This design comes from an exercise in tuning for small area and a short achievable clock period on the open sky130 flow, not from production work. No functional check of the RTL was part of this run.

### config.mk
export PLATFORM = sky130hd
export DESIGN_NAME = mul_pipe_single
export DESIGN_NICKNAME = mul_pipe_single
export VERILOG_FILES = /design/flow/design.v
export SDC_FILE = /design/flow/constraint.sdc
export NUM_CORES = 4
export LEC_CHECK = 0
export CAP_MARGIN = 20
export CORE_MARGIN = 2
export CORE_UTILIZATION = 40
export SLEW_MARGIN = 20
### constraint.sdc
create_clock -name core_clock -period 10.0 [get_ports {clk}]
set_input_delay 2.0000 -clock core_clock [delete_from_list [all_inputs] [get_ports {clk}]]
set_output_delay 2.0000 -clock core_clock [all_outputs]
set_load 0.01 [all_outputs]
### design.v
`timescale 1ns/1ps
module mul_pipe_single #(
  parameter XLEN    = 32,
  parameter RD_BITS = 5,
  parameter TAG_W   = 4
) (
  input  wire                 clk,
  input  wire                 rst,
  input  wire                 EX_mul,
  input  wire [XLEN-1:0]      EX_mul_a,
  input  wire [XLEN-1:0]      EX_mul_b,
  input  wire [RD_BITS-1:0]   EX_mul_rd,
  input  wire [TAG_W-1:0]     EX_mul_tag,
  input  wire                 MEM_we,     
  input  wire                 MEM_jlx,    
  output wire                 mul_result_valid,
  output wire [XLEN-1:0]      mul_result,
  output wire [RD_BITS-1:0]   mul_rd,           
  output wire [TAG_W-1:0]     mul_result_tag,   
  output wire                 mul_busy,
  output wire [RD_BITS-1:0]   mul_busy_rd,
  output wire [TAG_W-1:0]     mul_busy_tag,
  output wire                 mul_wb_conflict_stall,
  output wire                 mul_issue_stall
);
  reg  [2:0]         cnt;
  reg  [31:0]        a;
  reg  [31:0]        pbn;     
  reg  [3:0]         bo, bt, bn;   
  reg  [23:0]        acc;
  reg  [2:0]         kc;      
  reg  [RD_BITS-1:0] rd;
  reg  [TAG_W-1:0]   tag;
  wire idle  = (cnt == 3'd0);
  wire valid = (cnt == 3'd5);
  assign mul_busy         = !idle;
  assign mul_result_valid = valid;
  assign mul_result       = valid ? ~pbn : 32'd0;
  assign mul_rd           = valid ? rd  : {RD_BITS{1'b0}};
  assign mul_result_tag   = valid ? tag : {TAG_W{1'b0}};
  assign mul_busy_rd      = mul_rd;
  assign mul_busy_tag     = mul_result_tag;
  assign mul_wb_conflict_stall = valid && (MEM_we || MEM_jlx);
  assign mul_issue_stall       = EX_mul && !idle;
  wire [8:0] nw = idle ? {EX_mul_b[7:0], 1'b0} : ~pbn[15:7];
  wire [3:0] no, nt, nn;
  genvar gj;
  generate
    for (gj = 0; gj < 4; gj = gj + 1) begin : g_booth
      assign no[gj] = nw[2*gj] ^ nw[2*gj+1];
      assign nt[gj] = (nw[2*gj+2] & ~nw[2*gj+1] & ~nw[2*gj]) | (~nw[2*gj+2] & nw[2*gj+1] & nw[2*gj]);
      assign nn[gj] = nw[2*gj+2];
    end
  endgenerate
  wire [31:0] sa, sb, x;
  wire [2:0]  kco;     
  wire pp1;
  wire pp2;
  wire pp3;
  wire pp4;
  wire pp5;
  wire pp6;
  wire pp7;
  wire pp8;
  wire pp9;
  wire pp10;
  wire pp11;
  wire pp12;
  wire pp13;
  wire pp14;
  wire pp15;
  wire pp16;
  wire pp17;
  wire pp18;
  wire pp19;
  wire pp20;
  wire pp21;
  wire pp22;
  wire pp23;
  wire pp24;
  wire pp25;
  wire pp26;
  wire pp27;
  wire pp28;
  wire pp29;
  wire pp30;
  wire pp31;
  wire pp32;
  wire pp33;
  wire pp34;
  wire pp35;
  wire pp36;
  wire pp37;
  wire pp38;
  wire pp39;
  wire pp40;
  wire pp41;
  wire pp42;
  wire pp43;
  wire pp44;
  wire pp45;
  wire pp46;
  wire pp47;
  wire pp48;
  wire pp49;
  wire pp50;
  wire pp51;
  wire pp52;
  wire pp53;
  wire pp54;
  wire pp55;
  wire pp56;
  wire pp57;
  wire pp58;
  wire pp59;
  wire pp60;
  wire pp61;
  wire pp62;
  wire pp63;
  wire pp64;
  wire pp65;
  wire pp66;
  wire pp67;
  wire pp68;
  wire pp69;
  wire pp70;
  wire pp71;
  wire pp72;
  wire pp73;
  wire pp74;
  wire pp75;
  wire pp76;
  wire pp77;
  wire pp78;
  wire pp79;
  wire pp80;
  wire pp81;
  wire pp82;
  wire pp83;
  wire pp84;
  wire pp85;
  wire pp86;
  wire pp87;
  wire pp88;
  wire pp89;
  wire pp90;
  wire pp91;
  wire pp92;
  wire pp93;
  wire pp94;
  wire pp95;
  wire pp96;
  wire pp97;
  wire pp98;
  wire pp99;
  wire pp100;
  wire pp101;
  wire pp102;
  wire pp103;
  wire pp104;
  wire pp105;
  wire pp106;
  wire pp107;
  wire pp108;
  wire pp109;
  wire pp110;
  wire pp111;
  wire pp112;
  wire pp113;
  wire pp114;
  wire pp115;
  wire pp116;
  wire s117;
  wire c118;
  wire s119;
  wire c120;
  wire s121;
  wire c122;
  wire s123;
  wire c124;
  wire s125;
  wire c126;
  wire s127;
  wire c128;
  wire s129;
  wire c130;
  wire s131;
  wire c132;
  wire s133;
  wire c134;
  wire s135;
  wire c136;
  wire s137;
  wire c138;
  wire s139;
  wire c140;
  wire s141;
  wire c142;
  wire s143;
  wire c144;
  wire s145;
  wire c146;
  wire s147;
  wire c148;
  wire s149;
  wire c150;
  wire s151;
  wire c152;
  wire s153;
  wire c154;
  wire s155;
  wire c156;
  wire s157;
  wire c158;
  wire s159;
  wire c160;
  wire s161;
  wire c162;
  wire s163;
  wire c164;
  wire s165;
  wire c166;
  wire s167;
  wire c168;
  wire s169;
  wire c170;
  wire s171;
  wire c172;
  wire s173;
  wire c174;
  wire s175;
  wire c176;
  wire s177;
  wire c178;
  wire s179;
  wire c180;
  wire s181;
  wire c182;
  wire s183;
  wire c184;
  wire s185;
  wire c186;
  wire s187;
  wire c188;
  wire s189;
  wire c190;
  wire s191;
  wire c192;
  wire s193;
  wire c194;
  wire s195;
  wire c196;
  wire s197;
  wire c198;
  wire s199;
  wire c200;
  wire s201;
  wire c202;
  wire s203;
  wire c204;
  wire s205;
  wire c206;
  wire s207;
  wire c208;
  wire s209;
  wire c210;
  wire s211;
  wire c212;
  wire s213;
  wire c214;
  wire s215;
  wire c216;
  wire s217;
  wire c218;
  wire s219;
  wire c220;
  wire s221;
  wire c222;
  wire s223;
  wire c224;
  wire s225;
  wire c226;
  wire s227;
  wire c228;
  wire s229;
  wire c230;
  wire s231;
  wire c232;
  wire s233;
  wire c234;
  wire s235;
  wire c236;
  wire s237;
  wire c238;
  wire s239;
  wire c240;
  wire s241;
  wire c242;
  wire s243;
  wire c244;
  wire s245;
  wire c246;
  wire s247;
  wire c248;
  wire s249;
  wire c250;
  wire s251;
  wire c252;
  wire s253;
  wire c254;
  wire s255;
  wire c256;
  wire s257;
  wire c258;
  wire s259;
  wire c260;
  wire s261;
  wire c262;
  wire s263;
  wire c264;
  wire s265;
  wire c266;
  wire s267;
  wire c268;
  wire s269;
  wire c270;
  wire s271;
  wire c272;
  wire s273;
  wire c274;
  wire s275;
  wire c276;
  wire s277;
  wire c278;
  wire s279;
  wire c280;
  wire s281;
  wire c282;
  wire s283;
  wire c284;
  wire s285;
  wire c286;
  wire s287;
  wire c288;
  wire s289;
  wire c290;
  wire s291;
  wire c292;
  wire s293;
  wire c294;
  wire s295;
  wire c296;
  wire s297;
  wire c298;
  wire s299;
  wire c300;
  wire s301;
  wire c302;
  wire s303;
  wire c304;
  wire s305;
  wire c306;
  wire s307;
  wire c308;
  wire s309;
  wire c310;
  wire s311;
  wire c312;
  wire s313;
  wire c314;
  wire s315;
  wire c316;
  wire s317;
  wire c318;
  wire s319;
  wire c320;
  wire s321;
  wire c322;
  wire s323;
  wire c324;
  wire s325;
  wire c326;
  wire s327;
  wire c328;
  wire s329;
  wire c330;
  wire s331;
  wire c332;
  wire g333;
  wire p334;
  wire g335;
  wire p336;
  wire g337;
  wire p338;
  wire g339;
  wire p340;
  wire g341;
  wire p342;
  wire g343;
  wire p344;
  wire g345;
  wire p346;
  wire g347;
  wire p348;
  wire g349;
  wire p350;
  wire g351;
  wire p352;
  wire g353;
  wire p354;
  wire g355;
  wire p356;
  wire g357;
  wire p358;
  wire g359;
  wire p360;
  wire g361;
  wire p362;
  wire g363;
  wire p364;
  wire g365;
  wire p366;
  wire g367;
  wire p368;
  wire g369;
  wire p370;
  wire g371;
  wire p372;
  wire g373;
  wire p374;
  wire g375;
  wire p376;
  wire g377;
  wire p378;
  wire g379;
  wire p380;
  wire g381;
  wire p382;
  wire g383;
  wire p384;
  wire g385;
  wire p386;
  wire g387;
  wire p388;
  wire g389;
  wire p390;
  wire g391;
  wire p392;
  wire g393;
  wire p394;
  wire g395;
  wire p396;
  wire g397;
  wire g398;
  wire p399;
  wire g400;
  wire p401;
  wire g402;
  wire p403;
  wire g404;
  wire p405;
  wire g406;
  wire p407;
  wire g408;
  wire p409;
  wire g410;
  wire p411;
  wire g412;
  wire p413;
  wire g414;
  wire p415;
  wire g416;
  wire p417;
  wire g418;
  wire p419;
  wire g420;
  wire p421;
  wire g422;
  wire p423;
  wire g424;
  wire p425;
  wire g426;
  wire p427;
  wire g428;
  wire p429;
  wire g430;
  wire p431;
  wire g432;
  wire p433;
  wire g434;
  wire p435;
  wire g436;
  wire p437;
  wire g438;
  wire p439;
  wire g440;
  wire p441;
  wire g442;
  wire p443;
  wire g444;
  wire p445;
  wire g446;
  wire p447;
  wire g448;
  wire p449;
  wire g450;
  wire p451;
  wire g452;
  wire p453;
  wire g454;
  wire p455;
  wire g456;
  wire p457;
  wire g458;
  wire p459;
  wire g460;
  wire p461;
  wire g462;
  wire p463;
  wire g464;
  wire p465;
  wire g466;
  wire p467;
  wire g468;
  wire p469;
  wire g470;
  wire p471;
  wire g472;
  wire p473;
  wire g474;
  wire p475;
  wire g476;
  wire p477;
  wire g478;
  wire p479;
  wire g480;
  wire p481;
  wire g482;
  wire p483;
  wire g484;
  wire p485;
  wire g486;
  wire p487;
  wire g488;
  wire p489;
  wire g490;
  wire p491;
  wire g492;
  wire p493;
  assign pp1 = (bo[0] & a[0]) ^ bn[0];
  assign pp2 = ((bo[0] & a[1]) | (bt[0] & a[0])) ^ bn[0];
  assign pp3 = ((bo[0] & a[2]) | (bt[0] & a[1])) ^ bn[0];
  assign pp4 = ((bo[0] & a[3]) | (bt[0] & a[2])) ^ bn[0];
  assign pp5 = ((bo[0] & a[4]) | (bt[0] & a[3])) ^ bn[0];
  assign pp6 = ((bo[0] & a[5]) | (bt[0] & a[4])) ^ bn[0];
  assign pp7 = ((bo[0] & a[6]) | (bt[0] & a[5])) ^ bn[0];
  assign pp8 = ((bo[0] & a[7]) | (bt[0] & a[6])) ^ bn[0];
  assign pp9 = ((bo[0] & a[8]) | (bt[0] & a[7])) ^ bn[0];
  assign pp10 = ((bo[0] & a[9]) | (bt[0] & a[8])) ^ bn[0];
  assign pp11 = ((bo[0] & a[10]) | (bt[0] & a[9])) ^ bn[0];
  assign pp12 = ((bo[0] & a[11]) | (bt[0] & a[10])) ^ bn[0];
  assign pp13 = ((bo[0] & a[12]) | (bt[0] & a[11])) ^ bn[0];
  assign pp14 = ((bo[0] & a[13]) | (bt[0] & a[12])) ^ bn[0];
  assign pp15 = ((bo[0] & a[14]) | (bt[0] & a[13])) ^ bn[0];
  assign pp16 = ((bo[0] & a[15]) | (bt[0] & a[14])) ^ bn[0];
  assign pp17 = ((bo[0] & a[16]) | (bt[0] & a[15])) ^ bn[0];
  assign pp18 = ((bo[0] & a[17]) | (bt[0] & a[16])) ^ bn[0];
  assign pp19 = ((bo[0] & a[18]) | (bt[0] & a[17])) ^ bn[0];
  assign pp20 = ((bo[0] & a[19]) | (bt[0] & a[18])) ^ bn[0];
  assign pp21 = ((bo[0] & a[20]) | (bt[0] & a[19])) ^ bn[0];
  assign pp22 = ((bo[0] & a[21]) | (bt[0] & a[20])) ^ bn[0];
  assign pp23 = ((bo[0] & a[22]) | (bt[0] & a[21])) ^ bn[0];
  assign pp24 = ((bo[0] & a[23]) | (bt[0] & a[22])) ^ bn[0];
  assign pp25 = ((bo[0] & a[24]) | (bt[0] & a[23])) ^ bn[0];
  assign pp26 = ((bo[0] & a[25]) | (bt[0] & a[24])) ^ bn[0];
  assign pp27 = ((bo[0] & a[26]) | (bt[0] & a[25])) ^ bn[0];
  assign pp28 = ((bo[0] & a[27]) | (bt[0] & a[26])) ^ bn[0];
  assign pp29 = ((bo[0] & a[28]) | (bt[0] & a[27])) ^ bn[0];
  assign pp30 = ((bo[0] & a[29]) | (bt[0] & a[28])) ^ bn[0];
  assign pp31 = ((bo[0] & a[30]) | (bt[0] & a[29])) ^ bn[0];
  assign pp32 = ((bo[0] & a[31]) | (bt[0] & a[30])) ^ bn[0];
  assign pp33 = (bo[1] & a[0]) ^ bn[1];
  assign pp34 = ((bo[1] & a[1]) | (bt[1] & a[0])) ^ bn[1];
  assign pp35 = ((bo[1] & a[2]) | (bt[1] & a[1])) ^ bn[1];
  assign pp36 = ((bo[1] & a[3]) | (bt[1] & a[2])) ^ bn[1];
  assign pp37 = ((bo[1] & a[4]) | (bt[1] & a[3])) ^ bn[1];
  assign pp38 = ((bo[1] & a[5]) | (bt[1] & a[4])) ^ bn[1];
  assign pp39 = ((bo[1] & a[6]) | (bt[1] & a[5])) ^ bn[1];
  assign pp40 = ((bo[1] & a[7]) | (bt[1] & a[6])) ^ bn[1];
  assign pp41 = ((bo[1] & a[8]) | (bt[1] & a[7])) ^ bn[1];
  assign pp42 = ((bo[1] & a[9]) | (bt[1] & a[8])) ^ bn[1];
  assign pp43 = ((bo[1] & a[10]) | (bt[1] & a[9])) ^ bn[1];
  assign pp44 = ((bo[1] & a[11]) | (bt[1] & a[10])) ^ bn[1];
  assign pp45 = ((bo[1] & a[12]) | (bt[1] & a[11])) ^ bn[1];
  assign pp46 = ((bo[1] & a[13]) | (bt[1] & a[12])) ^ bn[1];
  assign pp47 = ((bo[1] & a[14]) | (bt[1] & a[13])) ^ bn[1];
  assign pp48 = ((bo[1] & a[15]) | (bt[1] & a[14])) ^ bn[1];
  assign pp49 = ((bo[1] & a[16]) | (bt[1] & a[15])) ^ bn[1];
  assign pp50 = ((bo[1] & a[17]) | (bt[1] & a[16])) ^ bn[1];
  assign pp51 = ((bo[1] & a[18]) | (bt[1] & a[17])) ^ bn[1];
  assign pp52 = ((bo[1] & a[19]) | (bt[1] & a[18])) ^ bn[1];
  assign pp53 = ((bo[1] & a[20]) | (bt[1] & a[19])) ^ bn[1];
  assign pp54 = ((bo[1] & a[21]) | (bt[1] & a[20])) ^ bn[1];
  assign pp55 = ((bo[1] & a[22]) | (bt[1] & a[21])) ^ bn[1];
  assign pp56 = ((bo[1] & a[23]) | (bt[1] & a[22])) ^ bn[1];
  assign pp57 = ((bo[1] & a[24]) | (bt[1] & a[23])) ^ bn[1];
  assign pp58 = ((bo[1] & a[25]) | (bt[1] & a[24])) ^ bn[1];
  assign pp59 = ((bo[1] & a[26]) | (bt[1] & a[25])) ^ bn[1];
  assign pp60 = ((bo[1] & a[27]) | (bt[1] & a[26])) ^ bn[1];
  assign pp61 = ((bo[1] & a[28]) | (bt[1] & a[27])) ^ bn[1];
  assign pp62 = ((bo[1] & a[29]) | (bt[1] & a[28])) ^ bn[1];
  assign pp63 = (bo[2] & a[0]) ^ bn[2];
  assign pp64 = ((bo[2] & a[1]) | (bt[2] & a[0])) ^ bn[2];
  assign pp65 = ((bo[2] & a[2]) | (bt[2] & a[1])) ^ bn[2];
  assign pp66 = ((bo[2] & a[3]) | (bt[2] & a[2])) ^ bn[2];
  assign pp67 = ((bo[2] & a[4]) | (bt[2] & a[3])) ^ bn[2];
  assign pp68 = ((bo[2] & a[5]) | (bt[2] & a[4])) ^ bn[2];
  assign pp69 = ((bo[2] & a[6]) | (bt[2] & a[5])) ^ bn[2];
  assign pp70 = ((bo[2] & a[7]) | (bt[2] & a[6])) ^ bn[2];
  assign pp71 = ((bo[2] & a[8]) | (bt[2] & a[7])) ^ bn[2];
  assign pp72 = ((bo[2] & a[9]) | (bt[2] & a[8])) ^ bn[2];
  assign pp73 = ((bo[2] & a[10]) | (bt[2] & a[9])) ^ bn[2];
  assign pp74 = ((bo[2] & a[11]) | (bt[2] & a[10])) ^ bn[2];
  assign pp75 = ((bo[2] & a[12]) | (bt[2] & a[11])) ^ bn[2];
  assign pp76 = ((bo[2] & a[13]) | (bt[2] & a[12])) ^ bn[2];
  assign pp77 = ((bo[2] & a[14]) | (bt[2] & a[13])) ^ bn[2];
  assign pp78 = ((bo[2] & a[15]) | (bt[2] & a[14])) ^ bn[2];
  assign pp79 = ((bo[2] & a[16]) | (bt[2] & a[15])) ^ bn[2];
  assign pp80 = ((bo[2] & a[17]) | (bt[2] & a[16])) ^ bn[2];
  assign pp81 = ((bo[2] & a[18]) | (bt[2] & a[17])) ^ bn[2];
  assign pp82 = ((bo[2] & a[19]) | (bt[2] & a[18])) ^ bn[2];
  assign pp83 = ((bo[2] & a[20]) | (bt[2] & a[19])) ^ bn[2];
  assign pp84 = ((bo[2] & a[21]) | (bt[2] & a[20])) ^ bn[2];
  assign pp85 = ((bo[2] & a[22]) | (bt[2] & a[21])) ^ bn[2];
  assign pp86 = ((bo[2] & a[23]) | (bt[2] & a[22])) ^ bn[2];
  assign pp87 = ((bo[2] & a[24]) | (bt[2] & a[23])) ^ bn[2];
  assign pp88 = ((bo[2] & a[25]) | (bt[2] & a[24])) ^ bn[2];
  assign pp89 = ((bo[2] & a[26]) | (bt[2] & a[25])) ^ bn[2];
  assign pp90 = ((bo[2] & a[27]) | (bt[2] & a[26])) ^ bn[2];
  assign pp91 = (bo[3] & a[0]) ^ bn[3];
  assign pp92 = ((bo[3] & a[1]) | (bt[3] & a[0])) ^ bn[3];
  assign pp93 = ((bo[3] & a[2]) | (bt[3] & a[1])) ^ bn[3];
  assign pp94 = ((bo[3] & a[3]) | (bt[3] & a[2])) ^ bn[3];
  assign pp95 = ((bo[3] & a[4]) | (bt[3] & a[3])) ^ bn[3];
  assign pp96 = ((bo[3] & a[5]) | (bt[3] & a[4])) ^ bn[3];
  assign pp97 = ((bo[3] & a[6]) | (bt[3] & a[5])) ^ bn[3];
  assign pp98 = ((bo[3] & a[7]) | (bt[3] & a[6])) ^ bn[3];
  assign pp99 = ((bo[3] & a[8]) | (bt[3] & a[7])) ^ bn[3];
  assign pp100 = ((bo[3] & a[9]) | (bt[3] & a[8])) ^ bn[3];
  assign pp101 = ((bo[3] & a[10]) | (bt[3] & a[9])) ^ bn[3];
  assign pp102 = ((bo[3] & a[11]) | (bt[3] & a[10])) ^ bn[3];
  assign pp103 = ((bo[3] & a[12]) | (bt[3] & a[11])) ^ bn[3];
  assign pp104 = ((bo[3] & a[13]) | (bt[3] & a[12])) ^ bn[3];
  assign pp105 = ((bo[3] & a[14]) | (bt[3] & a[13])) ^ bn[3];
  assign pp106 = ((bo[3] & a[15]) | (bt[3] & a[14])) ^ bn[3];
  assign pp107 = ((bo[3] & a[16]) | (bt[3] & a[15])) ^ bn[3];
  assign pp108 = ((bo[3] & a[17]) | (bt[3] & a[16])) ^ bn[3];
  assign pp109 = ((bo[3] & a[18]) | (bt[3] & a[17])) ^ bn[3];
  assign pp110 = ((bo[3] & a[19]) | (bt[3] & a[18])) ^ bn[3];
  assign pp111 = ((bo[3] & a[20]) | (bt[3] & a[19])) ^ bn[3];
  assign pp112 = ((bo[3] & a[21]) | (bt[3] & a[20])) ^ bn[3];
  assign pp113 = ((bo[3] & a[22]) | (bt[3] & a[21])) ^ bn[3];
  assign pp114 = ((bo[3] & a[23]) | (bt[3] & a[22])) ^ bn[3];
  assign pp115 = ((bo[3] & a[24]) | (bt[3] & a[23])) ^ bn[3];
  assign pp116 = ((bo[3] & a[25]) | (bt[3] & a[24])) ^ bn[3];
  assign s117 = acc[4] ^ pp5 ^ pp35;
  assign c118 = (acc[4] & pp5) | (acc[4] & pp35) | (pp5 & pp35);
  assign s119 = acc[5] ^ pp6 ^ pp36;
  assign c120 = (acc[5] & pp6) | (acc[5] & pp36) | (pp6 & pp36);
  assign s121 = acc[6] ^ pp7 ^ pp37;
  assign c122 = (acc[6] & pp7) | (acc[6] & pp37) | (pp7 & pp37);
  assign s123 = pp65 ^ pp91 ^ bn[3];
  assign c124 = (pp65 & pp91) | (pp65 & bn[3]) | (pp91 & bn[3]);
  assign s125 = acc[7] ^ pp8 ^ pp38;
  assign c126 = (acc[7] & pp8) | (acc[7] & pp38) | (pp8 & pp38);
  assign s127 = pp66 ^ pp92 ^ s125;
  assign c128 = (pp66 & pp92) | (pp66 & s125) | (pp92 & s125);
  assign s129 = acc[8] ^ pp9 ^ pp39;
  assign c130 = (acc[8] & pp9) | (acc[8] & pp39) | (pp9 & pp39);
  assign s131 = pp67 ^ pp93 ^ kc[1];
  assign c132 = (pp67 & pp93) | (pp67 & kc[1]) | (pp93 & kc[1]);
  assign s133 = acc[9] ^ pp10 ^ pp40;
  assign c134 = (acc[9] & pp10) | (acc[9] & pp40) | (pp10 & pp40);
  assign s135 = pp68 ^ pp94 ^ s133;
  assign c136 = (pp68 & pp94) | (pp68 & s133) | (pp94 & s133);
  assign s137 = acc[10] ^ pp11 ^ pp41;
  assign c138 = (acc[10] & pp11) | (acc[10] & pp41) | (pp11 & pp41);
  assign s139 = pp69 ^ pp95 ^ s137;
  assign c140 = (pp69 & pp95) | (pp69 & s137) | (pp95 & s137);
  assign s141 = acc[11] ^ pp12 ^ pp42;
  assign c142 = (acc[11] & pp12) | (acc[11] & pp42) | (pp12 & pp42);
  assign s143 = pp70 ^ pp96 ^ s141;
  assign c144 = (pp70 & pp96) | (pp70 & s141) | (pp96 & s141);
  assign s145 = acc[12] ^ pp13 ^ pp43;
  assign c146 = (acc[12] & pp13) | (acc[12] & pp43) | (pp13 & pp43);
  assign s147 = pp71 ^ pp97 ^ s145;
  assign c148 = (pp71 & pp97) | (pp71 & s145) | (pp97 & s145);
  assign s149 = acc[13] ^ pp14 ^ pp44;
  assign c150 = (acc[13] & pp14) | (acc[13] & pp44) | (pp14 & pp44);
  assign s151 = pp72 ^ pp98 ^ s149;
  assign c152 = (pp72 & pp98) | (pp72 & s149) | (pp98 & s149);
  assign s153 = acc[14] ^ pp15 ^ pp45;
  assign c154 = (acc[14] & pp15) | (acc[14] & pp45) | (pp15 & pp45);
  assign s155 = pp73 ^ pp99 ^ s153;
  assign c156 = (pp73 & pp99) | (pp73 & s153) | (pp99 & s153);
  assign s157 = acc[15] ^ pp16 ^ pp46;
  assign c158 = (acc[15] & pp16) | (acc[15] & pp46) | (pp16 & pp46);
  assign s159 = pp74 ^ pp100 ^ s157;
  assign c160 = (pp74 & pp100) | (pp74 & s157) | (pp100 & s157);
  assign s161 = acc[16] ^ pp17 ^ pp47;
  assign c162 = (acc[16] & pp17) | (acc[16] & pp47) | (pp17 & pp47);
  assign s163 = pp75 ^ pp101 ^ kc[2];
  assign c164 = (pp75 & pp101) | (pp75 & kc[2]) | (pp101 & kc[2]);
  assign s165 = acc[17] ^ pp18 ^ pp48;
  assign c166 = (acc[17] & pp18) | (acc[17] & pp48) | (pp18 & pp48);
  assign s167 = pp76 ^ pp102 ^ s165;
  assign c168 = (pp76 & pp102) | (pp76 & s165) | (pp102 & s165);
  assign s169 = acc[18] ^ pp19 ^ pp49;
  assign c170 = (acc[18] & pp19) | (acc[18] & pp49) | (pp19 & pp49);
  assign s171 = pp77 ^ pp103 ^ s169;
  assign c172 = (pp77 & pp103) | (pp77 & s169) | (pp103 & s169);
  assign s173 = acc[19] ^ pp20 ^ pp50;
  assign c174 = (acc[19] & pp20) | (acc[19] & pp50) | (pp20 & pp50);
  assign s175 = pp78 ^ pp104 ^ s173;
  assign c176 = (pp78 & pp104) | (pp78 & s173) | (pp104 & s173);
  assign s177 = acc[20] ^ pp21 ^ pp51;
  assign c178 = (acc[20] & pp21) | (acc[20] & pp51) | (pp21 & pp51);
  assign s179 = pp79 ^ pp105 ^ s177;
  assign c180 = (pp79 & pp105) | (pp79 & s177) | (pp105 & s177);
  assign s181 = acc[21] ^ pp22 ^ pp52;
  assign c182 = (acc[21] & pp22) | (acc[21] & pp52) | (pp22 & pp52);
  assign s183 = pp80 ^ pp106 ^ s181;
  assign c184 = (pp80 & pp106) | (pp80 & s181) | (pp106 & s181);
  assign s185 = acc[22] ^ pp23 ^ pp53;
  assign c186 = (acc[22] & pp23) | (acc[22] & pp53) | (pp23 & pp53);
  assign s187 = pp81 ^ pp107 ^ s185;
  assign c188 = (pp81 & pp107) | (pp81 & s185) | (pp107 & s185);
  assign s189 = acc[23] ^ pp24 ^ pp54;
  assign c190 = (acc[23] & pp24) | (acc[23] & pp54) | (pp24 & pp54);
  assign s191 = pp82 ^ pp108 ^ s189;
  assign c192 = (pp82 & pp108) | (pp82 & s189) | (pp108 & s189);
  assign s193 = pp25 ^ pp55 ^ pp83;
  assign c194 = (pp25 & pp55) | (pp25 & pp83) | (pp55 & pp83);
  assign s195 = pp26 ^ pp56 ^ pp84;
  assign c196 = (pp26 & pp56) | (pp26 & pp84) | (pp56 & pp84);
  assign s197 = pp27 ^ pp57 ^ pp85;
  assign c198 = (pp27 & pp57) | (pp27 & pp85) | (pp57 & pp85);
  assign s199 = pp28 ^ pp58 ^ pp86;
  assign c200 = (pp28 & pp58) | (pp28 & pp86) | (pp58 & pp86);
  assign s201 = pp29 ^ pp59 ^ pp87;
  assign c202 = (pp29 & pp59) | (pp29 & pp87) | (pp59 & pp87);
  assign s203 = pp30 ^ pp60 ^ pp88;
  assign c204 = (pp30 & pp60) | (pp30 & pp88) | (pp60 & pp88);
  assign s205 = pp31 ^ pp61 ^ pp89;
  assign c206 = (pp31 & pp61) | (pp31 & pp89) | (pp61 & pp89);
  assign s207 = pp32 ^ pp62 ^ pp90;
  assign c208 = (pp32 & pp62) | (pp32 & pp90) | (pp62 & pp90);
  assign s209 = acc[2] ^ pp3 ^ pp33;
  assign c210 = (acc[2] & pp3) | (acc[2] & pp33) | (pp3 & pp33);
  assign s211 = acc[3] ^ pp4 ^ pp34;
  assign c212 = (acc[3] & pp4) | (acc[3] & pp34) | (pp4 & pp34);
  assign s213 = pp63 ^ bn[2] ^ s117;
  assign c214 = (pp63 & bn[2]) | (pp63 & s117) | (bn[2] & s117);
  assign s215 = pp64 ^ s119 ^ c118;
  assign c216 = (pp64 & s119) | (pp64 & c118) | (s119 & c118);
  assign s217 = s121 ^ s123 ^ c120;
  assign c218 = (s121 & s123) | (s121 & c120) | (s123 & c120);
  assign s219 = s127 ^ c122 ^ c124;
  assign c220 = (s127 & c122) | (s127 & c124) | (c122 & c124);
  assign s221 = s129 ^ s131 ^ c126;
  assign c222 = (s129 & s131) | (s129 & c126) | (s131 & c126);
  assign s223 = s135 ^ c130 ^ c132;
  assign c224 = (s135 & c130) | (s135 & c132) | (c130 & c132);
  assign s225 = s139 ^ c134 ^ c136;
  assign c226 = (s139 & c134) | (s139 & c136) | (c134 & c136);
  assign s227 = s143 ^ c138 ^ c140;
  assign c228 = (s143 & c138) | (s143 & c140) | (c138 & c140);
  assign s229 = s147 ^ c142 ^ c144;
  assign c230 = (s147 & c142) | (s147 & c144) | (c142 & c144);
  assign s231 = s151 ^ c146 ^ c148;
  assign c232 = (s151 & c146) | (s151 & c148) | (c146 & c148);
  assign s233 = s155 ^ c150 ^ c152;
  assign c234 = (s155 & c150) | (s155 & c152) | (c150 & c152);
  assign s235 = s159 ^ c154 ^ c156;
  assign c236 = (s159 & c154) | (s159 & c156) | (c154 & c156);
  assign s237 = s161 ^ s163 ^ c158;
  assign c238 = (s161 & s163) | (s161 & c158) | (s163 & c158);
  assign s239 = s167 ^ c162 ^ c164;
  assign c240 = (s167 & c162) | (s167 & c164) | (c162 & c164);
  assign s241 = s171 ^ c166 ^ c168;
  assign c242 = (s171 & c166) | (s171 & c168) | (c166 & c168);
  assign s243 = s175 ^ c170 ^ c172;
  assign c244 = (s175 & c170) | (s175 & c172) | (c170 & c172);
  assign s245 = s179 ^ c174 ^ c176;
  assign c246 = (s179 & c174) | (s179 & c176) | (c174 & c176);
  assign s247 = s183 ^ c178 ^ c180;
  assign c248 = (s183 & c178) | (s183 & c180) | (c178 & c180);
  assign s249 = s187 ^ c182 ^ c184;
  assign c250 = (s187 & c182) | (s187 & c184) | (c182 & c184);
  assign s251 = s191 ^ c186 ^ c188;
  assign c252 = (s191 & c186) | (s191 & c188) | (c186 & c188);
  assign s253 = pp109 ^ s193 ^ c190;
  assign c254 = (pp109 & s193) | (pp109 & c190) | (s193 & c190);
  assign s255 = pp110 ^ s195 ^ c194;
  assign c256 = (pp110 & s195) | (pp110 & c194) | (s195 & c194);
  assign s257 = pp111 ^ s197 ^ c196;
  assign c258 = (pp111 & s197) | (pp111 & c196) | (s197 & c196);
  assign s259 = pp112 ^ s199 ^ c198;
  assign c260 = (pp112 & s199) | (pp112 & c198) | (s199 & c198);
  assign s261 = pp113 ^ s201 ^ c200;
  assign c262 = (pp113 & s201) | (pp113 & c200) | (s201 & c200);
  assign s263 = pp114 ^ s203 ^ c202;
  assign c264 = (pp114 & s203) | (pp114 & c202) | (s203 & c202);
  assign s265 = pp115 ^ s205 ^ c204;
  assign c266 = (pp115 & s205) | (pp115 & c204) | (s205 & c204);
  assign s267 = pp116 ^ s207 ^ c206;
  assign c268 = (pp116 & s207) | (pp116 & c206) | (s207 & c206);
  assign s269 = acc[0] ^ pp1 ^ kc[0];
  assign c270 = (acc[0] & pp1) | (acc[0] & kc[0]) | (pp1 & kc[0]);
  assign s271 = acc[1] ^ pp2;
  assign c272 = acc[1] & pp2;
  assign s273 = bn[1] ^ s209;
  assign c274 = bn[1] & s209;
  assign s275 = s211 ^ c210;
  assign c276 = s211 & c210;
  assign s277 = s213 ^ c212;
  assign c278 = s213 & c212;
  assign s279 = s215 ^ c214;
  assign c280 = s215 & c214;
  assign s281 = s217 ^ c216;
  assign c282 = s217 & c216;
  assign s283 = s219 ^ c218;
  assign c284 = s219 & c218;
  assign s285 = c128 ^ s221 ^ c220;
  assign c286 = (c128 & s221) | (c128 & c220) | (s221 & c220);
  assign s287 = s223 ^ c222;
  assign c288 = s223 & c222;
  assign s289 = s225 ^ c224;
  assign c290 = s225 & c224;
  assign s291 = s227 ^ c226;
  assign c292 = s227 & c226;
  assign s293 = s229 ^ c228;
  assign c294 = s229 & c228;
  assign s295 = s231 ^ c230;
  assign c296 = s231 & c230;
  assign s297 = s233 ^ c232;
  assign c298 = s233 & c232;
  assign s299 = s235 ^ c234;
  assign c300 = s235 & c234;
  assign s301 = c160 ^ s237 ^ c236;
  assign c302 = (c160 & s237) | (c160 & c236) | (s237 & c236);
  assign s303 = s239 ^ c238;
  assign c304 = s239 & c238;
  assign s305 = s241 ^ c240;
  assign c306 = s241 & c240;
  assign s307 = s243 ^ c242;
  assign c308 = s243 & c242;
  assign s309 = s245 ^ c244;
  assign c310 = s245 & c244;
  assign s311 = s247 ^ c246;
  assign c312 = s247 & c246;
  assign s313 = s249 ^ c248;
  assign c314 = s249 & c248;
  assign s315 = s251 ^ c250;
  assign c316 = s251 & c250;
  assign s317 = c192 ^ s253 ^ c252;
  assign c318 = (c192 & s253) | (c192 & c252) | (s253 & c252);
  assign s319 = s255 ^ c254;
  assign c320 = s255 & c254;
  assign s321 = s257 ^ c256;
  assign c322 = s257 & c256;
  assign s323 = s259 ^ c258;
  assign c324 = s259 & c258;
  assign s325 = s261 ^ c260;
  assign c326 = s261 & c260;
  assign s327 = s263 ^ c262;
  assign c328 = s263 & c262;
  assign s329 = s265 ^ c264;
  assign c330 = s265 & c264;
  assign s331 = s267 ^ c266;
  assign c332 = s267 & c266;
  assign sa = {s331, s329, s327, s325, s323, s321, s319, s317, s315, s313, s311, s309, s307, s305, s303, s301, s299, s297, s295, s293, s291, s289, s287, s285, s283, s281, s279, s277, s275, s273, s271, s269};
  assign sb = {c330, c328, c326, c324, c322, c320, c318, c316, c314, c312, c310, c308, c306, c304, c302, c300, c298, c296, c294, c292, c290, c288, c286, c284, c282, c280, c278, c276, c274, c272, c270, 1'b0};
  assign g333 = (sa[0] & sb[0]);
  assign p334 = (sa[0] ^ sb[0]);
  assign g335 = (sa[1] & sb[1]);
  assign p336 = (sa[1] ^ sb[1]);
  assign g337 = (sa[2] & sb[2]);
  assign p338 = (sa[2] ^ sb[2]);
  assign g339 = (sa[3] & sb[3]);
  assign p340 = (sa[3] ^ sb[3]);
  assign g341 = (sa[4] & sb[4]);
  assign p342 = (sa[4] ^ sb[4]);
  assign g343 = (sa[5] & sb[5]);
  assign p344 = (sa[5] ^ sb[5]);
  assign g345 = (sa[6] & sb[6]);
  assign p346 = (sa[6] ^ sb[6]);
  assign g347 = (sa[7] & sb[7]);
  assign p348 = (sa[7] ^ sb[7]);
  assign g349 = (sa[8] & sb[8]);
  assign p350 = (sa[8] ^ sb[8]);
  assign g351 = (sa[9] & sb[9]);
  assign p352 = (sa[9] ^ sb[9]);
  assign g353 = (sa[10] & sb[10]);
  assign p354 = (sa[10] ^ sb[10]);
  assign g355 = (sa[11] & sb[11]);
  assign p356 = (sa[11] ^ sb[11]);
  assign g357 = (sa[12] & sb[12]);
  assign p358 = (sa[12] ^ sb[12]);
  assign g359 = (sa[13] & sb[13]);
  assign p360 = (sa[13] ^ sb[13]);
  assign g361 = (sa[14] & sb[14]);
  assign p362 = (sa[14] ^ sb[14]);
  assign g363 = (sa[15] & sb[15]);
  assign p364 = (sa[15] ^ sb[15]);
  assign g365 = (sa[16] & sb[16]);
  assign p366 = (sa[16] ^ sb[16]);
  assign g367 = (sa[17] & sb[17]);
  assign p368 = (sa[17] ^ sb[17]);
  assign g369 = (sa[18] & sb[18]);
  assign p370 = (sa[18] ^ sb[18]);
  assign g371 = (sa[19] & sb[19]);
  assign p372 = (sa[19] ^ sb[19]);
  assign g373 = (sa[20] & sb[20]);
  assign p374 = (sa[20] ^ sb[20]);
  assign g375 = (sa[21] & sb[21]);
  assign p376 = (sa[21] ^ sb[21]);
  assign g377 = (sa[22] & sb[22]);
  assign p378 = (sa[22] ^ sb[22]);
  assign g379 = (sa[23] & sb[23]);
  assign p380 = (sa[23] ^ sb[23]);
  assign g381 = (sa[24] & sb[24]);
  assign p382 = (sa[24] ^ sb[24]);
  assign g383 = (sa[25] & sb[25]);
  assign p384 = (sa[25] ^ sb[25]);
  assign g385 = (sa[26] & sb[26]);
  assign p386 = (sa[26] ^ sb[26]);
  assign g387 = (sa[27] & sb[27]);
  assign p388 = (sa[27] ^ sb[27]);
  assign g389 = (sa[28] & sb[28]);
  assign p390 = (sa[28] ^ sb[28]);
  assign g391 = (sa[29] & sb[29]);
  assign p392 = (sa[29] ^ sb[29]);
  assign g393 = (sa[30] & sb[30]);
  assign p394 = (sa[30] ^ sb[30]);
  assign g395 = (sa[31] & sb[31]);
  assign p396 = (sa[31] ^ sb[31]);
  assign g397 = g333 | (p334 & bn[0]);
  assign g398 = g335 | (p336 & g397);
  assign p399 = p336 & p334;
  assign g400 = g339 | (p340 & g337);
  assign p401 = p340 & p338;
  assign g402 = g343 | (p344 & g341);
  assign p403 = p344 & p342;
  assign g404 = g347 | (p348 & g345);
  assign p405 = p348 & p346;
  assign g406 = g351 | (p352 & g349);
  assign p407 = p352 & p350;
  assign g408 = g355 | (p356 & g353);
  assign p409 = p356 & p354;
  assign g410 = g359 | (p360 & g357);
  assign p411 = p360 & p358;
  assign g412 = g363 | (p364 & g361);
  assign p413 = p364 & p362;
  assign g414 = g367 | (p368 & g365);
  assign p415 = p368 & p366;
  assign g416 = g371 | (p372 & g369);
  assign p417 = p372 & p370;
  assign g418 = g375 | (p376 & g373);
  assign p419 = p376 & p374;
  assign g420 = g379 | (p380 & g377);
  assign p421 = p380 & p378;
  assign g422 = g383 | (p384 & g381);
  assign p423 = p384 & p382;
  assign g424 = g387 | (p388 & g385);
  assign p425 = p388 & p386;
  assign g426 = g391 | (p392 & g389);
  assign p427 = p392 & p390;
  assign g428 = g395 | (p396 & g393);
  assign p429 = p396 & p394;
  assign g430 = g337 | (p338 & g398);
  assign p431 = p338 & p399;
  assign g432 = g400 | (p401 & g398);
  assign p433 = p401 & p399;
  assign g434 = g345 | (p346 & g402);
  assign p435 = p346 & p403;
  assign g436 = g404 | (p405 & g402);
  assign p437 = p405 & p403;
  assign g438 = g353 | (p354 & g406);
  assign p439 = p354 & p407;
  assign g440 = g408 | (p409 & g406);
  assign p441 = p409 & p407;
  assign g442 = g361 | (p362 & g410);
  assign p443 = p362 & p411;
  assign g444 = g412 | (p413 & g410);
  assign p445 = p413 & p411;
  assign g446 = g369 | (p370 & g414);
  assign p447 = p370 & p415;
  assign g448 = g416 | (p417 & g414);
  assign p449 = p417 & p415;
  assign g450 = g377 | (p378 & g418);
  assign p451 = p378 & p419;
  assign g452 = g420 | (p421 & g418);
  assign p453 = p421 & p419;
  assign g454 = g385 | (p386 & g422);
  assign p455 = p386 & p423;
  assign g456 = g424 | (p425 & g422);
  assign p457 = p425 & p423;
  assign g458 = g393 | (p394 & g426);
  assign p459 = p394 & p427;
  assign g460 = g428 | (p429 & g426);
  assign p461 = p429 & p427;
  assign g462 = g341 | (p342 & g432);
  assign p463 = p342 & p433;
  assign g464 = g402 | (p403 & g432);
  assign p465 = p403 & p433;
  assign g466 = g434 | (p435 & g432);
  assign p467 = p435 & p433;
  assign g468 = g436 | (p437 & g432);
  assign p469 = p437 & p433;
  assign g470 = g357 | (p358 & g440);
  assign p471 = p358 & p441;
  assign g472 = g410 | (p411 & g440);
  assign p473 = p411 & p441;
  assign g474 = g442 | (p443 & g440);
  assign p475 = p443 & p441;
  assign g476 = g444 | (p445 & g440);
  assign p477 = p445 & p441;
  assign g478 = g373 | (p374 & g448);
  assign p479 = p374 & p449;
  assign g480 = g418 | (p419 & g448);
  assign p481 = p419 & p449;
  assign g482 = g450 | (p451 & g448);
  assign p483 = p451 & p449;
  assign g484 = g452 | (p453 & g448);
  assign p485 = p453 & p449;
  assign g486 = g389 | (p390 & g456);
  assign p487 = p390 & p457;
  assign g488 = g426 | (p427 & g456);
  assign p489 = p427 & p457;
  assign g490 = g458 | (p459 & g456);
  assign p491 = p459 & p457;
  assign g492 = g460 | (p461 & g456);
  assign p493 = p461 & p457;
  assign x[0] = p334 ^ bn[0];
  assign x[1] = p336 ^ g397;
  assign x[2] = p338 ^ g398;
  assign x[3] = p340 ^ g430;
  assign x[4] = p342 ^ g432;
  assign x[5] = p344 ^ g462;
  assign x[6] = p346 ^ g464;
  assign x[7] = p348 ^ g466;
  assign kco[0] = g468;
  assign x[8] = p350;
  assign x[9] = p352 ^ g349;
  assign x[10] = p354 ^ g406;
  assign x[11] = p356 ^ g438;
  assign x[12] = p358 ^ g440;
  assign x[13] = p360 ^ g470;
  assign x[14] = p362 ^ g472;
  assign x[15] = p364 ^ g474;
  assign kco[1] = g476;
  assign x[16] = p366;
  assign x[17] = p368 ^ g365;
  assign x[18] = p370 ^ g414;
  assign x[19] = p372 ^ g446;
  assign x[20] = p374 ^ g448;
  assign x[21] = p376 ^ g478;
  assign x[22] = p378 ^ g480;
  assign x[23] = p380 ^ g482;
  assign kco[2] = g484;
  assign x[24] = p382;
  assign x[25] = p384 ^ g381;
  assign x[26] = p386 ^ g422;
  assign x[27] = p388 ^ g454;
  assign x[28] = p390 ^ g456;
  assign x[29] = p392 ^ g486;
  assign x[30] = p394 ^ g488;
  assign x[31] = p396 ^ g490;
  always @(posedge clk) begin
    if (rst) cnt <= 3'd0;
    else if (idle) cnt <= EX_mul ? 3'd1 : 3'd0;
    else if (valid) cnt <= 3'd0;
    else cnt <= cnt + 3'd1;
    bo <= no;
    bt <= nt;
    bn <= nn;   
    if (idle) begin
      a     <= EX_mul_a;
      pbn   <= ~EX_mul_b;
      rd    <= EX_mul_rd;
      tag   <= EX_mul_tag;
      acc   <= 24'd0;
      kc    <= 3'd0;
    end else begin
      pbn   <= {~x[7:0], pbn[31:8]};
      acc   <= x[31:8];
      kc    <= kco;
    end
  end
endmodule
### flow/run.sh
#!/bin/bash
# Layout flow: the standard ORFS flow (standard.sh, unchanged synthesis), with
#  - after synthesis, flow/polarity.py flips full-adder cells (FA(~a,~b,~c) = ~FA(a,b,c))
#    so that fewer inverters are needed around them; registers are untouched
#  - port buffers made of plain buffers instead of the delay cells buffer_ports picks
set -euo pipefail
cd "$(dirname "$0")/.."
source flow/params.sh
export BUFFER_PORTS_ARGS
export SETUP_SLACK_MARGIN
R=orfs/results/sky130hd/mul_pipe_single/base
bash standard.sh synth > synth.log 2>&1
if [[ "${POLARITY:-1}" == 1 ]]; then
  cp $R/1_2_yosys.v $R/1_2_yosys.std.v
  python3 flow/polarity.py $R/1_2_yosys.std.v $R/1_2_yosys.v > polarity.log 2>&1
  rm -f $R/1_synth.odb
fi
bash standard.sh > standard.log 2>&1
### flow/params.sh
BUFFER_PORTS_ARGS="-buffer_cell sky130_fd_sc_hd__buf_1"
SETUP_SLACK_MARGIN=5.5
POLARITY=1
### flow/polarity.py
#!/usr/bin/env python3
"""Remove inverters around full adders in a flat gate-level netlist.

An xor2/xnor2 cell can be swapped for the other to invert its output. A full adder is self-dual: FA(~a, ~b, ~c) = (~cout, ~sum). So a full-adder cell can be
"flipped" (fed the complements of its inputs, its outputs then carry the complements of
their old values) without changing the circuit's function. This script chooses which
full adders to flip so that as few inverters as possible are needed, then rewrites the
netlist: inverters that only feed cell pins are removed and re-created where needed.
Registers, ports and all other cells are untouched.

usage: polarity.py IN.v OUT.v
"""
import random
import re
import sys
from collections import defaultdict

INV = re.compile(r'sky130_fd_sc_hd__(clk)?inv_\d+$')
FA = re.compile(r'sky130_fd_sc_hd__fa_\d+$')
XO = re.compile(r'sky130_fd_sc_hd__x(n?)or2_(\d+)$')
OUTPINS = {'X', 'Y', 'Q', 'Q_N', 'SUM', 'COUT', 'HI', 'LO'}

src = open(sys.argv[1]).read()
m = re.search(r'\bmodule\b.*?;', src, re.S)
endm = src.rindex('endmodule')
body = src[m.end():endm]

# statements of the module body
stmts = [s for s in re.split(r';', body)]
cells = []    # dict(type, name, pins: [(pin, net)], idx)
other = []    # (idx, text)
ports = set()
for i, s in enumerate(stmts):
    t = s.strip()
    if not t:
        continue
    cm = re.match(r'(sky130_fd_sc_hd__\w+)\s+(\S+)\s*\((.*)\)\s*$', t, re.S)
    if cm:
        pins = [(p, n.strip()) for p, n in re.findall(r'\.(\w+)\(([^()]*)\)', cm.group(3))]
        cells.append({'type': cm.group(1), 'name': cm.group(2), 'pins': pins})
        continue
    pm = re.match(r'(input|output|inout)\s+(\[[^\]]*\]\s*)?(\S+)', t)
    if pm:
        ports.add(pm.group(3))
    other.append(t)

def base_name(net):
    return re.sub(r'\s*\[\d+\]$', '', net.strip())

driver = {}
loads = defaultdict(list)   # net -> [(cell index, pin index)]
for ci, c in enumerate(cells):
    for pi, (p, n) in enumerate(c['pins']):
        if p in OUTPINS:
            driver[n] = ci
        else:
            loads[n].append((ci, pi))
# nets read by assign statements or ports count as fixed loads
assign_rhs = set()
for t in other:
    am = re.match(r'assign\s+(.*?)\s*=\s*(.*)$', t, re.S)
    if am:
        for tok in re.findall(r'\\\S+|[A-Za-z_][\w$]*(?:\s*\[\d+\])?', am.group(2)):
            assign_rhs.add(tok.strip())

def is_port_net(n):
    return base_name(n) in ports

# removable inverters: output feeds only cell input pins, is no port, no assign source
removable = set()
for ci, c in enumerate(cells):
    if INV.match(c['type']):
        y = dict(c['pins'])['Y']
        if not is_port_net(y) and y not in assign_rhs and y in loads:
            removable.add(ci)

def resolve(net):
    """logical source of a net: (base net, polarity) through removable inverters"""
    pol = 0
    seen = 0
    while net in driver and driver[net] in removable and seen < 100:
        net = dict(cells[driver[net]]['pins'])['A']
        pol ^= 1
        seen += 1
    return net, pol

fas = [ci for ci, c in enumerate(cells) if FA.match(c['type'])]
xos = [ci for ci, c in enumerate(cells) if XO.match(c['type'])]
flip = defaultdict(int)

# load requirements: list of (cell index, pin index, base, pol)
reqs = []
for ci, c in enumerate(cells):
    if ci in removable:
        continue
    for pi, (p, n) in enumerate(c['pins']):
        if p in OUTPINS:
            continue
        b, pol = resolve(n)
        reqs.append((ci, pi, b, pol))
by_base = defaultdict(list)
by_cell = defaultdict(list)
for r in reqs:
    by_base[r[2]].append(r)
    by_cell[r[0]].append(r)

def phys(b):
    d = driver.get(b)
    return flip[d] if d is not None and (FA.match(cells[d]['type']) or XO.match(cells[d]['type'])) else 0

def need(r):
    ci, pi, b, pol = r
    want = pol ^ (flip[ci] if FA.match(cells[ci]['type']) else 0)
    return want ^ phys(b)

def base_cost(b):
    return 1 if any(need(r) for r in by_base[b]) else 0

def fa_bases(ci):
    bs = {r[2] for r in by_cell[ci]}
    for p, n in cells[ci]['pins']:
        if p in OUTPINS:
            bs.add(n)
    return bs

total0 = sum(base_cost(b) for b in by_base)
movable = fas + xos
rng = random.Random(1)
best = None
for trial in range(30):
    if trial:
        for ci in movable:
            flip[ci] = best[ci]
        # perturb the best solution a little, then descend again
        for ci in rng.sample(movable, max(1, len(movable) // 10)):
            flip[ci] ^= 1
    for sweep in range(200):
        changed = False
        order = list(movable)
        rng.shuffle(order)
        for ci in order:
            bs = fa_bases(ci)
            before = sum(base_cost(b) for b in bs)
            flip[ci] ^= 1
            after = sum(base_cost(b) for b in bs)
            if after < before:
                changed = True
            elif after == before and rng.random() < 0.3 and sweep < 150:
                pass
            else:
                flip[ci] ^= 1
        if not changed and sweep >= 150:
            break
    cost = sum(base_cost(b) for b in by_base)
    if best is None or cost < best_cost:
        best, best_cost = {ci: flip[ci] for ci in movable}, cost
for ci in movable:
    flip[ci] = best[ci]
total1 = sum(base_cost(b) for b in by_base)

# rewrite
def esc(n):
    return n + ' ' if n.startswith('\\') else n

comp = {}
newcells = []
k = 0
for b in by_base:
    if base_cost(b):
        k += 1
        nn = f'polinv_n{k}'
        comp[b] = nn
        newcells.append(f'  sky130_fd_sc_hd__inv_1 polinv_{k} (\n    .A({esc(b)}),\n    .Y({nn})\n  );')
for r in reqs:
    ci, pi, b, pol = r
    p, _ = cells[ci]['pins'][pi]
    cells[ci]['pins'][pi] = (p, comp[b] if need(r) else b)

out = [src[:m.end()], '\n']
for t in other:
    out.append('  ' + t + ' ;\n')
for nn in comp.values():
    out.append(f'  wire {nn};\n')
for ci, c in enumerate(cells):
    if ci in removable:
        continue
    xm = XO.match(c['type'])
    if xm and flip[ci]:
        c['type'] = f"sky130_fd_sc_hd__{'xor2' if xm.group(1) else 'xnor2'}_{xm.group(2)}"
        # xor2 drives X, xnor2 drives Y
        c['pins'] = [({'X': 'Y', 'Y': 'X'}.get(p, p), n) for p, n in c['pins']]
    pins = ',\n'.join(f'    .{p}({esc(n)})' for p, n in c['pins'])
    out.append(f'  {c["type"]} {c["name"]} (\n{pins}\n  );\n')
out.append('\n'.join(newcells) + '\n')
out.append(src[endm:])
open(sys.argv[2], 'w').write(''.join(out))
print(f'polarity: {len(fas)} full adders, {sum(flip[c] for c in fas)} flipped, '
      f'{sum(flip[c] for c in xos)} of {len(xos)} xor/xnor swapped, inverters {len(removable)} removable -> {len(comp)} needed '
      f'(cost before {total0}, after {total1})', file=sys.stderr)
### standard.sh
#!/bin/bash
# synth_recipe.tcl (not shown) runs the flow's synth.tcl, then flattens the netlist and writes it again
# the make line also repeats each setting of config.mk as NAME=value (left out here)
make -C /OpenROAD-flow-scripts/flow DESIGN_CONFIG=/design/flow/config.mk WORK_HOME=/design/flow/orfs CLKGATE_MAP_FILE= SYNTH_SCRIPT=/design/flow/synth_recipe.tcl "${@:-finish}"
==> summary.txt <==
SETUP PATH
---------------------------------------------------------------------------
Peak fanout along the critical path                                      16
CP Class                                                       flip-flop to flip-flop
Kind of start point of the critical path                          flip-flop
Worst setup slack for register-to-register paths                    5640 ps
Data arrival at the endpoint of the critical path                   4650 ps
Type of element capturing the critical path                       flip-flop
Reg-to-reg critical path endpoint                                   acc[14]
RR Startpoint                                                         bo[0]
Logic depth of the worst register-to-register path                       15
Required time of the worst setup path                              10290 ps

TIMING
---------------------------------------------------------------------------
Worst slew margin relative to its limit                               0.456
Smallest hold slack                                                  468 ps
Worst setup margin                                                  5640 ps
Post-Route Skew                                                     11.2 ps
Setup Total Neg Slack                                                  0 ps
Achievable Freq                                                     229 MHz
Setup repair after global routing missed its margin                     yes
Transition at the pin with the smallest max-transition slack         816 ps
Period Utilization, post-route                                        0.436
Post-layout minimum cycle time                                      4360 ps
Total setup violations reported at the end of the flow                    0
Number of max-slew violations in the final report                         0
Hold Fails Final Rpt                                                      0

LAYOUT
---------------------------------------------------------------------------
Fill cell count                                                        2070
Growth of design area from synthesis to finish                        17.8%
ANT cells                                                                 0
Net count of the finished layout                                       1149
Area of all sequential standard cells                             2730 um^2
Fraction of layout instances using a drive strength above 1           0.110
Commonest non-fill, non-tap cells in the layout                sky130_fd_sc_hd__buf_1, sky130_fd_sc_hd__xnor2_1, sky130_fd_sc_hd__a22oi_1
Commonest non-fill, non-tap cell in the layout                 sky130_fd_sc_hd__buf_1
Area occupied by multi-input gates                                5700 um^2

GLOBAL ROUTING
---------------------------------------------------------------------------
Global-route congestion overflow total                                    0
First-pass GRT wire length                                          34.3 mm
Initial antenna violation count                                           0
Total Routing Usage GR                                                0.187
Number of global-route vias before repair                              6265
Pin count of the biggest net entering global routing                     71

FLOORPLAN
---------------------------------------------------------------------------
Die W                                                                152 um
Initial core utilization                                              0.405
Area of the die                                                  23300 um^2
Ports placed on the boundary                                            132
Floorplan row count                                                      54
Area of the core region                                          21800 um^2
Y dimension of the die                                               152 um

PLACE
---------------------------------------------------------------------------
Number of I/O port buffers                                              131
Post-Place Worst Slack                                              5160 ps
Post-DP HPWL                                                        14.7 mm
Gpl congestion                                                        0.821

CTS
---------------------------------------------------------------------------
Clock tree from TritonCTS                                              done
Clock buffers created by TritonCTS                                       17
Worst-skew pair later-pin latency                                    430 ps
CTS Hold Buffers Added                                                    0
CTS Sinks                                                               115
Clock buffer depth                                                        2
Total number of H-tree levels                                             4
Clock transition at the registers of the reported paths               60 ps
Clock tree root driver cell                                    sky130_fd_sc_hd__clkbuf_16

RUN
---------------------------------------------------------------------------
Max-cap check violation count                                             0

MIN PATH
---------------------------------------------------------------------------
Number of cells on the worst hold path                                    2
Kind of path behind the tightest hold check                    flip-flop to flip-flop
Worst Hold Path EP                                                  pbn[11]
Worst Hold Launch                                                   pbn[19]

SYNTHESIS
---------------------------------------------------------------------------
Syn. warnings                                                             1
Synthesized area divided by synthesized cell count                10.7 um^2
Post-synth design cell area                                       8820 um^2
Number of nets produced by synthesis                                   1046
Post-Synthesis Cells                                                    823

DRT
---------------------------------------------------------------------------
Post-detailed-route wirelength per cell                             18.1 um
First-pass detailed-route iteration total                                 5
Post-route ant nets                                                       0
Final routed wirelength across all metal layers                     22.0 mm
Number of vias per cell after detailed routing                         5.23
Drc violations                                                            0
Total via count in the routed design                                   6380
Violation count after the first detailed-routing iteration              448

RUN STATUS
---------------------------------------------------------------------------
Outcome                                    no timing/DRC/antenna violations

[registers in the layout (all words and copies together), names as in the netlist]
name  cells
a        32
acc      24
bn        4
bo        4
bt        4
cnt       3
kc        3
pbn      32
rd        5
tag       4
[layer usage]
metal | vias up | routed length (um) | GRT usage
li1 | 3018 | - | -
met1 | 3134 | 9890 | 0.255
met2 | 194 | 10700 | 0.302
met3 | 34 | 988 | 0.0347
met4 | 0 | 429 | 0.0613
met5 | - | 0 | 0
[metrics by stage]
step | std cells | utilization | cell area (um^2)
global placement | 1161 | 0.430 | 9350
CTS | 1211 | 0.467 | 10200
detailed placement | 1161 | 0.430 | 9350
floorplan | 823 | - | 8840
global route | 1219 | 0.478 | 10400
finish | 1219 | 0.478 | 10400
[worst max-delay path: stages (launching register included)]
cell                       delay [ps]
sky130_fd_sc_hd__dfxtp_2          350
sky130_fd_sc_hd__buf_12           160
sky130_fd_sc_hd__a22oi_1          240
sky130_fd_sc_hd__xnor2_1          180
sky130_fd_sc_hd__fa_1             470
sky130_fd_sc_hd__fa_1             460
sky130_fd_sc_hd__fa_2             420
sky130_fd_sc_hd__fa_1             490
sky130_fd_sc_hd__ha_1             250
sky130_fd_sc_hd__fa_2             360
sky130_fd_sc_hd__a21o_1           210
sky130_fd_sc_hd__a21oi_4          160
sky130_fd_sc_hd__o21bai_1          80
sky130_fd_sc_hd__a21oi_1          170
sky130_fd_sc_hd__xor2_1           160
sky130_fd_sc_hd__nor2_1            50
[cell type report]
type | instances | share of cell area
timing repair buffer | 170 | 0.0890
multi-input combinational | 600 | 0.549
clock buffer | 17 | 0.0409
clock inverter | 15 | 0.0167
tap | 280 | 0.0337
sequential | 115 | 0.263
inverter | 22 | 0.00795
[timing repair]
item,4_1_cts,5_1_grt
buffers inserted,18,4
resized for setup,16,25
setup endpoints to repair,20,14
pin swaps,1,14
gates cloned,0,4
[worst max-delay path by stage]
stage | start | endpoint | slack (ps) | cells past startpoint
6_report | bo[0] | acc[14] | 5640 | 15
5_1_grt | a[14] | acc[14] | 5470 | 14
4_1_cts | bo[0] | acc[14] | 5490 | 15
3_5_place_dp | bt[1] | acc[21] | 5160 | 16
3_3_place_gp | bt[1] | acc[21] | 5290 | 16
2_1_floorplan | bn[1] | acc[6] | 5500 | 16

[port drivers added, routing unchanged]
Ports are ideal in the flow. The routed layout listed here was re-timed in OpenROAD. Step 1, drivers: a clkbuf_16 drives clk and a buf_2 each remaining input, both assumed. Step 2 times the ports against the registers' clock, not the clock port: input delays grow and output delays shrink by t, the midpoint of the rising clock arrivals with the driver on. Three values: no drivers, after step 1, after step 2; two values: the first two.
t, ns: 0.471
setup WS [ns]: 5.640 / 5.623 / 5.623
worst setup path at the end: input to output
clock arrival spread, ns: 0.011 / 0.012
worst slew at a driven data input, ns: 0.06
After both steps this run still meets setup and hold. The setup slack of this run moves by -0.017 ns with the drivers and by -0.017 ns with both steps.
